What follows belongs to an exercise in optimizing a design on an open flow for small area; a production flow would make more cautious choices. Only simulation tests tie the RTL to the original design; equivalence was not proved. Power and IR drop assume default switching activity.

===== flow/design.v =====
module WS2812_module #(
	parameter FAMILY          = "LIFCL",
	parameter LED_COUNT       = 32,
	parameter CLOCK_FREQUENCY = 38000000
)
(
	input wire				clk_i,
	input wire				resetn_i,
	output reg				led_ctl_o,					 
	output reg				int_o,						 
	output wire				debug_o,
	input wire				apb_penable_i,				 
	input wire				apb_psel_i,					 
	input wire				apb_pwrite_i,				 
	input wire [5:0]  	apb_paddr_i,
	input wire [31:0]	apb_pwdata_i,
	output reg [31:0]	apb_prdata_o,
	output reg				apb_pslverr_o,				 
	output reg				apb_pready_o
);
reg [7:0]  led_number;									 
reg [23:0] led_colour[LED_COUNT - 1:0];			 
reg         auto_send;
reg         int_enable;
reg         trigger_transmit;
reg         led_sending;
reg [8:0]  clk_counter;
reg [8:0]  led_counter;
reg [8:0]  led_bit_counter;
reg [8:0]  clock_counter;
localparam STATUS_REG    = 6'h0;		 
localparam CONTROL_REG   = 6'h4;		 
localparam COLOUR_WR_REG = 6'h8;		 
localparam COLOUR_RD_REG = 6'hC;		 
localparam [8:0] CLOCK_DIVIDER = CLOCK_FREQUENCY / 2380000;
reg [1:0] SM_APB;
localparam sm_idle   = 2'b00;
localparam sm_access = 2'b01;
always @(posedge clk_i or negedge resetn_i) begin
	if (~resetn_i) begin
		SM_APB <= sm_idle;
		apb_prdata_o     <= 32'b0;
		apb_pready_o     <= 1'b0;
		apb_pslverr_o    <= 1'b0;
		auto_send        <= 1'b1;
		int_enable       <= 1'b0;
		trigger_transmit <= 1'b0;
		led_number       <= 8'h0;
	end
	else begin
		case (SM_APB)
			sm_idle:
				begin
					if (led_sending)
						trigger_transmit <= 1'b0;
					if (apb_psel_i && apb_penable_i) begin
						SM_APB <= sm_access;
						apb_pready_o <= 1'b1;
						if (apb_pwrite_i) begin
							case (apb_paddr_i)
								STATUS_REG:
									apb_pslverr_o <= 1'b1;														 
								CONTROL_REG:
									begin
										auto_send <= apb_pwdata_i[0];
										int_enable <= apb_pwdata_i[2];
										if (apb_pwdata_i[1])
											trigger_transmit <= 1'b1;
									end
								COLOUR_WR_REG:
									begin
										trigger_transmit <= auto_send;										 
										if (apb_pwdata_i[31:24] < LED_COUNT)								 
											led_colour[apb_pwdata_i[31:24]] <= apb_pwdata_i[23:0];		 
									end
								COLOUR_RD_REG:
									led_number <= apb_pwdata_i[31:24];										 
							endcase
						end
						else begin
							case (apb_paddr_i)
								STATUS_REG:
									apb_prdata_o  <= {31'b0, led_sending};
								CONTROL_REG:
									apb_prdata_o  <= 32'b0 | (int_enable << 2) | (auto_send << 0);
								COLOUR_WR_REG:
									apb_pslverr_o <= 1'b1;														 
								COLOUR_RD_REG:
									apb_prdata_o  <= {led_number, (led_number < LED_COUNT) ? led_colour[led_number] : 24'h0};			 
							endcase
						end			
					end
				end
			sm_access:
				begin
					apb_pslverr_o <= 1'b0;
					apb_pready_o <= 1'b0;
					SM_APB <= sm_idle;
				end
		endcase
	end
end
reg [2:0] SM_Led;
localparam sm_led_idle   = 3'b000;
localparam sm_led_phase1 = 3'b001;			 
localparam sm_led_phase2 = 3'b010;			 
localparam sm_led_phase3 = 3'b011;			 
localparam sm_led_reset  = 3'b100;			 
always @(posedge clk_i or negedge resetn_i) begin
	if (~resetn_i) begin
		led_ctl_o <= 1'b0;
		led_counter <= 8'b0;
		led_bit_counter <= 8'b0;
		clock_counter <= CLOCK_DIVIDER;
		int_o <= 1'b0;
		led_sending <= 1'b0;
		SM_Led <= sm_led_idle;
	end
	else begin
		int_o <= 1'b0;				 
		if (SM_Led == sm_led_idle && trigger_transmit) begin
			led_bit_counter <= 8'd23;
			led_counter <= 8'b0;
			led_ctl_o <= 1'b1;
			SM_Led <= sm_led_phase2;
			clock_counter <= CLOCK_DIVIDER;
			led_sending <= 1'b1;
		end
		else
			if (led_sending) begin
				if (clock_counter == 8'h0) begin
					clock_counter <= CLOCK_DIVIDER;
					case (SM_Led)
						sm_led_phase1:
							begin
								led_ctl_o <= 1'b1;
								SM_Led <= sm_led_phase2;
							end
						sm_led_phase2:
							begin
								led_ctl_o <= led_colour[led_counter][led_bit_counter];		 
								led_bit_counter <= led_bit_counter - 8'b1;
								SM_Led <= sm_led_phase3;
								if (led_bit_counter <= 8'h0) begin
									if (led_counter == LED_COUNT - 1'b1) begin					 
										SM_Led <= sm_led_reset;
									end
									else begin
										led_bit_counter <= 8'd23;
										led_counter <= led_counter + 8'b1;							 
									end
								end
							end
						sm_led_phase3:
							begin
								led_ctl_o <= 1'b0;
								SM_Led <= sm_led_phase1;
							end
						sm_led_reset:
							begin
								led_ctl_o <= 1'b0;
								led_counter <= led_counter + 1'b1;
								if (led_counter == 250) begin										 
									led_sending <= 1'b0;
									int_o <= int_enable;													 
									SM_Led <= sm_led_idle;
								end
							end
					endcase
				end
				else begin
					clock_counter <= clock_counter - 8'h1;			
				end
			end
	end
end
assign debug_o = auto_send;
endmodule

===== flow/run.sh =====
#!/bin/bash
# synth_recipe.tcl (not shown) runs the flow's synth.tcl, then flattens the netlist and writes it again
# the make line also repeats each setting of config.mk as NAME=value (left out here)
make -C /OpenROAD-flow-scripts/flow DESIGN_CONFIG=/design/flow/config.mk WORK_HOME=/design/flow/orfs CLKGATE_MAP_FILE= SYNTH_SCRIPT=/design/flow/synth_recipe.tcl finish

===== flow/config.mk =====
export PLATFORM = sky130hd
export DESIGN_NAME = WS2812_module
export DESIGN_NICKNAME = WS2812_module
export VERILOG_FILES = /design/flow/design.v
export SDC_FILE = /design/flow/constraint.sdc
export NUM_CORES = 4
export LEC_CHECK = 0
export CAP_MARGIN = 20
export CORE_MARGIN = 2
export CORE_UTILIZATION = 30
export SLEW_MARGIN = 20

===== flow/constraint.sdc =====
create_clock -name core_clock -period 26.0 [get_ports {clk_i}]
set_input_delay 5.2000 -clock core_clock [delete_from_list [all_inputs] [get_ports {clk_i}]]
set_output_delay 5.2000 -clock core_clock [all_outputs]
set_load 0.01 [all_outputs]

==> notes.md <==
## kinds of logic after synthesis
family	count (synthesis)	share of synthesized area (%)
adders and majority gates	8	0.271
xor gates and xnor gates	11	0.261
DFF	846	67.8
muxes	54	1.63
AOI/OAI and AO/OA	899	18.2
buffers and inverters	210	2.21
and+or+nand+nor	722	9.57
## cell type report
class                           count  share of cell area, %
Clock inverter                     61                   1.77
Inverter                           14                  0.120
Multi-Input combinational cell   1694                   26.8
Antenna cell                       12                 0.0685
Tap cell                         1625                   4.64
Clock buffer                      102                   5.41
Sequential cell                   846                   57.1
Timing Repair Buffer              207                   4.10
## registers in the layout (all words and copies together) (netlist names), 3 cells and up
register	count
led_counter	9
led_colour	768
SM_Led	3
clock_counter	9
apb_prdata_o	32
led_bit_counter	9
led_number	8
## final timing paths
path	to	slack, ns	cells past startpoint
worst max-delay path	led_colour[27][23]	17.41	7
worst min register to register	apb_prdata_o[8]	0.48	2
worst max register to register	led_ctl_o	20.40	12
max in group asynchronous	apb_prdata_o[28]	20.54	2
worst min-delay path	apb_prdata_o[8]	0.48	2
min in group asynchronous	led_counter[5]	4.44	1
## stage by stage
stage | instances | instance area [µm²] | utilization (%) | worst slack, ns
4_1_cts | 4546 | 43800 | 35.9 | 17.65
5_1_grt | 4552 | 43800 | 35.9 | 17.42
2_1_floorplan | 2750 | 36900 | - | 18.33
3_5_place_dp | 4383 | 40600 | 33.3 | 16.99
3_3_place_gp | 4379 | 40600 | 33.3 | 16.94
6_report | 4561 | 43800 | 36.0 | 17.41
## synth_stat cells (6+ instances only)
master and number:
nor4_1 35, buf_2 13, o211ai_1 26, nor3_1 41
a32o_1 13, o2111ai_1 8, or4_1 7, and2_1 8
a222oi_1 13, a32oi_1 17, xnor2_1 7, ha_1 8
o22ai_1 9, nand2_1 300, dfrtp_1 73, a22oi_1 501
a2111oi_0 8, edfxtp_1 768, mux2_2 37, o21ai_0 75
nand4_1 69, mux2i_1 15, and4b_1 11, nand3b_1 7
buf_1 10, nor4bb_1 11, clkbuf_1 171, inv_1 13
a22o_1 51, and3_1 6, nor2_1 119, nor2b_1 13
a211oi_1 9, a21oi_1 57, nand3_1 44, a221oi_1 75
nand2b_1 16, or3_1 10
## layer usage
metal | global-route usage [%] | share of wire [%]
met1 | 34.0 | 33
met2 | 38.9 | 39
met3 | 15.3 | 19
met4 | 18.2 | 8.3
met5 | 1.96 | 0.27
## power groups by stage
stage | combinational (mW) | sequential (mW) | clock, mW
floorplan | 0.0848 | 1.53 | 0
detailed placement | 0.186 | 1.54 | 0
finish | 0.204 | 1.51 | 1.39
CTS | 0.187 | 1.51 | 1.38
global route | 0.206 | 1.51 | 1.43
global placement | 0.187 | 1.54 | 0
## layout by cell type, fill, tap and decap left out, types with 26 or more instances in the layout
cell type and n:
nor2_4 63, dfrtp_1 70, edfxtp_1 768, a22o_1 51
nand3_1 44, a221oi_1 75, nand2_1 300, clkbuf_16 93
nand4_1 69, buf_4 122, nor4_1 35, mux2_2 37
a22oi_1 501, nor2_1 55, nor3_1 41, clkdlybuf4s50_1 66
o21ai_0 75, o211ai_1 26, a21oi_1 57
## critical path: cells and delay by family
kind / cells / cell delay, ns
buffers and inverters: 2 / 0.96
AND/OR/NAND/NOR: 5 / 2.70
==> flow_metrics.tcl <==
set metrics [dict create \
    hold_class "reg -> reg" \
    fin_hold_ws_ns 0.480 \
    synth_nets 2801 \
    switchingPower_mw 0.732 \
    setup-tns-final_ns 0 \
    synth-async-reset-ratio_pct 9.22 \
    synth_top_cell_by_area "edfxtp_1" \
    wl_per_cell_um 40.5 \
    dieArea_um2 126000 \
    synth.ff_latch_count 846 \
    die_width_um 355 \
    fill_cells 11493 \
    synth_edf_count 768 \
    min_period_over_period_pct 33.0 \
    cts_resized 0 \
    cts_root_buf "clkbuf_16" \
    io-pin-count 80 \
    viasPerCell 6.88 \
    timing.fmax_ghz 0.116 \
    remaining_drc_errors 0 \
    ys_types 75 \
    internal_power_mw 2.37 \
    ir_drop_v 0.0000542 \
    min_period_ns 8.59 \
    drt_iter0_drc 7103 \
    grt_pass1_vias 29545 \
    yosys_warnings 2 \
    min_from "apb_prdata_o[8]" \
    maxSlewHeadroom_pct 10.6 \
    synth_top_area_share_pct 62.5 \
    fin_skew_ns 0.0260 \
    vias 31376 \
    gp_congestion 0.979 \
    worst_setup_path_end_kind "register" \
    core-area_um2 122000 \
    htree_levels 3 \
    synth_area_leaders "edfxtp_1, a22oi_1, dfrtp_1" \
    cts_hold_buffers 0 \
    grt_max_degree 64 \
    max_cap_viol_count 0 \
    worst_pin_slew_ns 1.34 \
    grt-ovfl-total 0 \
    arrival_ns 8.89 \
    yosysSeqAreaShare_pct 67.8 \
    syn_inst 2750 \
    worstReg2RegStart "led_counter[2]" \
    multiInputGateArea_um2 11700 \
    hpwl_um 108000 \
    antenna_found_initial 21 \
    crit_type "in -> reg" \
    drive_gt1_share_pct 14.6 \
    power.share.switching_pct 23.6 \
    p_leak_nw 14.0 \
    drt_first_pass_iters 10 \
    dominantRegCellSynth "edfxtp_1" \
    cts_setup_buffers 0 \
    wirelength_um 185000 \
    cts_tree "done" \
    grt_pass1_wl_um 247000 \
    cp_max_fo 13 \
    status "timing/DRC/antenna clean" \
    finalHoldViolCount 0 \
    startpoint "apb_paddr_i[1]" \
    syn_avg_cell_area_um2 13.4 \
    clockPowerShare_pct 44.7 \
    antenna_left 0 \
    regArea_um2 25000 \
    cp_slowest_stage_delay_ns 0.91 \
    clk_path_buf_depth 3 \
    power_density_nw_per_um2 70.7 \
    fin_total_pwr_mw 3.10 \
    syn_area_um2 36900 \
    clk_latency_ns 0.66 \
    start_util_pct 30.3 \
    syn2layout_area_growth_pct 18.8 \
    critPathRequiredTime_ns 26.30 \
    nets 2903 \
    worstPathCellList "clkdlybuf4s50_1, nor4_1, nand2b_1, nor3_1, nand3_1, nor2_4, buf_4" \
    cts.sinks 846 \
    pwr-share-seq_pct 48.7 \
    grt_setup_unrepaired "no" \
    startpoint_type "input pin" \
    combPwrFrac_pct 6.6 \
    port_buffers 79 \
    maxSlewViolCount 0 \
    critPathSlowestCell "nor2_4" \
    setup_violations 0 \
    fp.dieH_um 355 \
    cts_buffers 89 \
    grt_usage_pct 28.3 \
    rows 128 \
    clkSlewWorstSetupHoldPaths_ns 0.06 \
]

-- what the ideal ports hide --
Ports are ideal in the flow. The routed layout listed here was re-timed in OpenROAD.
Step 1: set_driving_cell puts a clkbuf_16 on clk_i and a buf_2 on each other input, an assumption about the parent block.
Step 2 adds t to the input delays and takes it off the output delays; t is the mean of the earliest and latest rising clock arrival at the registers after step 1. Input paths then give back, and output paths get back, about the clock's delay inside the block.
Slacks: ideal ports / drivers / drivers and shift; pairs: ideal ports / drivers.
shift t [ns]: 0.726
setup WS [ns]: 17.408 / 17.454 / 16.728
cell pins on the clock port's net: 1
After both steps setup and hold are still met in this run. For this run, drivers alone change the setup slack by +0.046 ns; drivers and shift together by -0.680 ns.
